Background: an optimization exercise with open tools, aiming at small area and a short achievable clock period. Do not read the settings as production practice.
Only simulation tests tie the RTL to the original design; equivalence was not proved.
Power figures rest on the tool's default switching activity, not on a simulated workload.

## PW
Design conv_top, start of the top module:
module conv_top (
    input  wire        clk,
    input  wire        rst,
    input  wire        pixel_valid,
    input  wire [7:0]  pixel_in,
    input  wire [71:0] kernel_in,
    output wire signed [15:0] conv_out,
    output wire        conv_valid
);
    reg        pv_q;
    reg [7:0]  pin_q;
    always @(posedge clk) begin
        pv_q  <= pixel_valid;
        pin_q <= pixel_in;
    end
    wire [143:0] taps;
    wire         window_valid;
    line_buffer u_line_buffer (
        .clk(clk),
        .rst(rst),
        .pixel_valid(pv_q),
        .pixel_in(pin_q),
        .window_valid(window_valid),
        .taps(taps)
    );
    wire [71:0] window = {taps[143:136], taps[135:128], taps[127:120],
                          taps[79:72],   taps[71:64],   taps[63:56],
                          taps[15:8],    taps[7:0],     pin_q};
    conv_core u_core (
        .clk(clk),
        .rst(rst),
        .window_valid(window_valid),
        .px(window),
        .kernel(kernel_in),
        .conv_out(conv_out),
        .conv_valid(conv_valid)
  ...
Size: ~1800 cells after synthesis, ~410 flip-flops, about 100 I/O pins, roughly 23000 um^2 of cells after synthesis.
==> flow/config.mk <==
export PLATFORM = sky130hd
export DESIGN_NAME = conv_top
export DESIGN_NICKNAME = conv_top
export VERILOG_FILES = /design/flow/design.v
export SDC_FILE = /design/flow/constraint.sdc
export NUM_CORES = 4
export LEC_CHECK = 0
export CAP_MARGIN = 20
export CORE_MARGIN = 2
export CORE_UTILIZATION = 65
export CTS_CLUSTER_DIAMETER = 80
export CTS_CLUSTER_SIZE = 24
export PLACE_DENSITY = 0.72
export SLEW_MARGIN = 20
export SYNTH_HIERARCHICAL = 1
==> flow/constraint.sdc <==
create_clock -name core_clock -period 11.0 [get_ports {clk}]
set_input_delay 2.2000 -clock core_clock [delete_from_list [all_inputs] [get_ports {clk}]]
set_output_delay 2.2000 -clock core_clock [all_outputs]
set_load 0.01 [all_outputs]
standard.sh (not shown) runs the stock make flow with config.mk's settings and CLKGATE_MAP_FILE= SYNTH_SCRIPT=/design/flow/synth_recipe.tcl, a recipe that flattens the netlist after the stock synthesis.
==> flow/flow/run.sh <==
#!/bin/bash
# The standard layout (standard.sh), with these changes:
#  - port buffers are plain buffers: buf_2 on the outputs, and buf_1 on the
#    inputs (swapped in after global placement by flow/small_inbuf.tcl);
#  - clock tree: sink clusters of up to 27 sinks within 90 um, no dummy loads;
#  - the timing repair steps aim for 7.82 ns of setup slack.
# Each tool's output goes to the ORFS logs; make's own output to standard.log.
bash standard.sh \
  BUFFER_PORTS_ARGS="-buffer_cell sky130_fd_sc_hd__buf_2" \
  POST_GLOBAL_PLACE_TCL="$PWD/flow/small_inbuf.tcl" \
  CTS_ARGS="-sink_clustering_enable -repair_clock_nets -sink_clustering_size 27 -sink_clustering_max_diameter 90 -dont_use_dummy_load" \
  SETUP_SLACK_MARGIN=7.82 \
  finish > standard.log 2>&1
==> flow/flow/small_inbuf.tcl <==
# Input port buffers only drive a register or two: use buf_1 for them.
set db [ord::get_db]
set block [ord::get_db_block]
set m [$db findMaster sky130_fd_sc_hd__buf_1]
set n 0
foreach bt [$block getBTerms] {
  if {[$bt getIoType] ne "INPUT" || [$bt getName] eq "clk"} { continue }
  set net [$bt getNet]
  foreach it [$net getITerms] {
    set inst [$it getInst]
    if {[[$inst getMaster] getName] eq "sky130_fd_sc_hd__buf_2"} {
      $inst swapMaster $m
      incr n
    }
  }
}
puts "small_inbuf: $n input buffers set to buf_1"
## Diff of input files: JK against PW
- a deleted CTS_CLUSTER_DIAMETER that had been 80
- a change of PLACE_DENSITY from 0.72 to 0.8
- a deleted CTS_CLUSTER_SIZE that had been 24
- a change of CORE_UTILIZATION from 65 to 75
--- a/flow/flow/run.sh
+++ b/flow/flow/run.sh
@@ -6 +6 @@
-#  - the timing repair steps aim for 7.82 ns of setup slack.
+#  - the timing repair steps aim for 7.75 ns of setup slack.
@@ -12 +12 @@
-  SETUP_SLACK_MARGIN=7.82 \
+  SETUP_SLACK_MARGIN=7.75 \
==> comparison <==
- Compared with PW, JK shows wire length higher by about 2.3%.
- Total placed cells including tap cells delta for JK relative to PW: 65 lower
- Against PW, JK comes in 6.3 points higher on global-route usage.
- Of PW and JK, PW shows the lower initial antenna violation count, with JK above it.
- JK vs PW — worst path setup slack after routing dropped 0.034 ns.
- Going from PW to JK, combinational gate power has decreased, pin count of the biggest net entering global routing higher, die area went down 13%.

---

## try-pepper
conv_top, a different RTL version from the one above (not shown whole).
==> flow/design.v (excerpt) <==
module conv_top (
    input  wire        clk,
    input  wire        rst,
    input  wire        pixel_valid,
    input  wire [7:0]  pixel_in,
    input  wire [71:0] kernel_in,
    output wire signed [15:0] conv_out,
    output wire        conv_valid
);
==> flow/config.mk <==
export PLATFORM = sky130hd
export DESIGN_NAME = conv_top
export DESIGN_NICKNAME = conv_top
export VERILOG_FILES = /design/flow/design.v
export SDC_FILE = /design/flow/constraint.sdc
export NUM_CORES = 4
export LEC_CHECK = 0
export CAP_MARGIN = 20
export CORE_MARGIN = 2
export CORE_UTILIZATION = 40
export SLEW_MARGIN = 20
export SYNTH_HIERARCHICAL = 1
==> flow/constraint.sdc <==
create_clock -name core_clock -period 11.0 [get_ports {clk}]
set_input_delay 2.2000 -clock core_clock [delete_from_list [all_inputs] [get_ports {clk}]]
set_output_delay 2.2000 -clock core_clock [all_outputs]
set_load 0.01 [all_outputs]
==> flow/flow/run.sh <==
#!/bin/bash
bash standard.sh BUFFER_PORTS_ARGS="-buffer_cell sky130_fd_sc_hd__buf_2" SETUP_SLACK_MARGIN=7.75 finish > standard.log 2>&1
Changes in try-tundra relative to try-pepper:
# try-pepper
export LEC_CHECK = 0
export CAP_MARGIN = 20
export CORE_MARGIN = 2
export CORE_UTILIZATION = 40
export SLEW_MARGIN = 20
export SYNTH_HIERARCHICAL = 1
create_clock -name core_clock -period 11.0 [get_ports {clk}]
# try-tundra
export LEC_CHECK = 0
export CAP_MARGIN = 20
export CORE_MARGIN = 2
export CORE_UTILIZATION = 65
export CTS_CLUSTER_DIAMETER = 80
export CTS_CLUSTER_SIZE = 24
export PLACE_DENSITY = 0.72
export SLEW_MARGIN = 20
export SYNTH_HIERARCHICAL = 1
create_clock -name core_clock -period 11.0 [get_ports {clk}]
==> comparison <==
try-tundra against try-pepper: routability-driven placement congestion ratio increased by 11% relative to the old numbers, floorplan die area decreased by 38% relative to the old numbers. try-pepper → try-tundra: layout buffer count excluding clock buffers decreased by 1.5% relative to the old numbers; core footprint went down by 39%.
--- input diff try-tundra..try-zinc ---
# try-tundra
export LEC_CHECK = 0
export CAP_MARGIN = 20
export CORE_MARGIN = 2
export CORE_UTILIZATION = 65
export CTS_CLUSTER_DIAMETER = 80
export CTS_CLUSTER_SIZE = 24
export PLACE_DENSITY = 0.72
export SLEW_MARGIN = 20
export SYNTH_HIERARCHICAL = 1
create_clock -name core_clock -period 11.0 [get_ports {clk}]
# try-zinc
export LEC_CHECK = 0
export CAP_MARGIN = 20
export CORE_MARGIN = 2
export CORE_UTILIZATION = 65
export CTS_BUF_LIST = sky130_fd_sc_hd__clkbuf_8
export CTS_CLUSTER_DIAMETER = 60
export CTS_CLUSTER_SIZE = 20
export PLACE_DENSITY = 0.72
export SLEW_MARGIN = 20
export SYNTH_HIERARCHICAL = 1
create_clock -name core_clock -period 11.0 [get_ports {clk}]
## What came out
- try-zinc finished all stages; the layout is clean.
- The final cell count of try-zinc exceeds that of try-tundra by 13.
- Compare try-zinc and try-tundra | CTS buffer count lower: try-tundra
- For non-clock buffer instance count of the final layout, try-zinc and try-tundra come out practically identical.
- try-zinc -> try-tundra: synthesized instance count delta 0, exact match
- Going from try-tundra to try-zinc, global-route wire length before repair flat; area added between synthesis and finish now smaller.

==> re-timing with driven ports <==
The flow's constraints put no driver on any port. The routed layouts listed below were extracted and timed again, unchanged, in two steps.
Step 1, drivers: a clkbuf_16 drives clk and a buf_2 each remaining input, both assumed.
Step 2 also shifts input and output timing later by t, the mid clock arrival at the registers, as if the neighbouring blocks saw the same clock.
a / b / c = no drivers / after step 1 / after step 2; a / b = the first two.
run | t (ns) | setup WS [ns] | slew at the worst register clock pin (ns)
PW | 0.593 | 7.807 / 7.749 / 7.865 | 0.11 / 0.11
JK | 0.595 | 7.773 / 7.754 / 7.773 | 0.11 / 0.11
try-pepper | 0.629 | 7.742 / 7.683 / 7.869 | 0.07 / 0.07
try-tundra | 0.633 | 7.720 / 7.662 / 7.770 | 0.10 / 0.10
try-zinc | 0.708 | 7.619 / 7.565 / 7.852 | 0.12 / 0.12
After both steps every run listed still meets setup and hold.
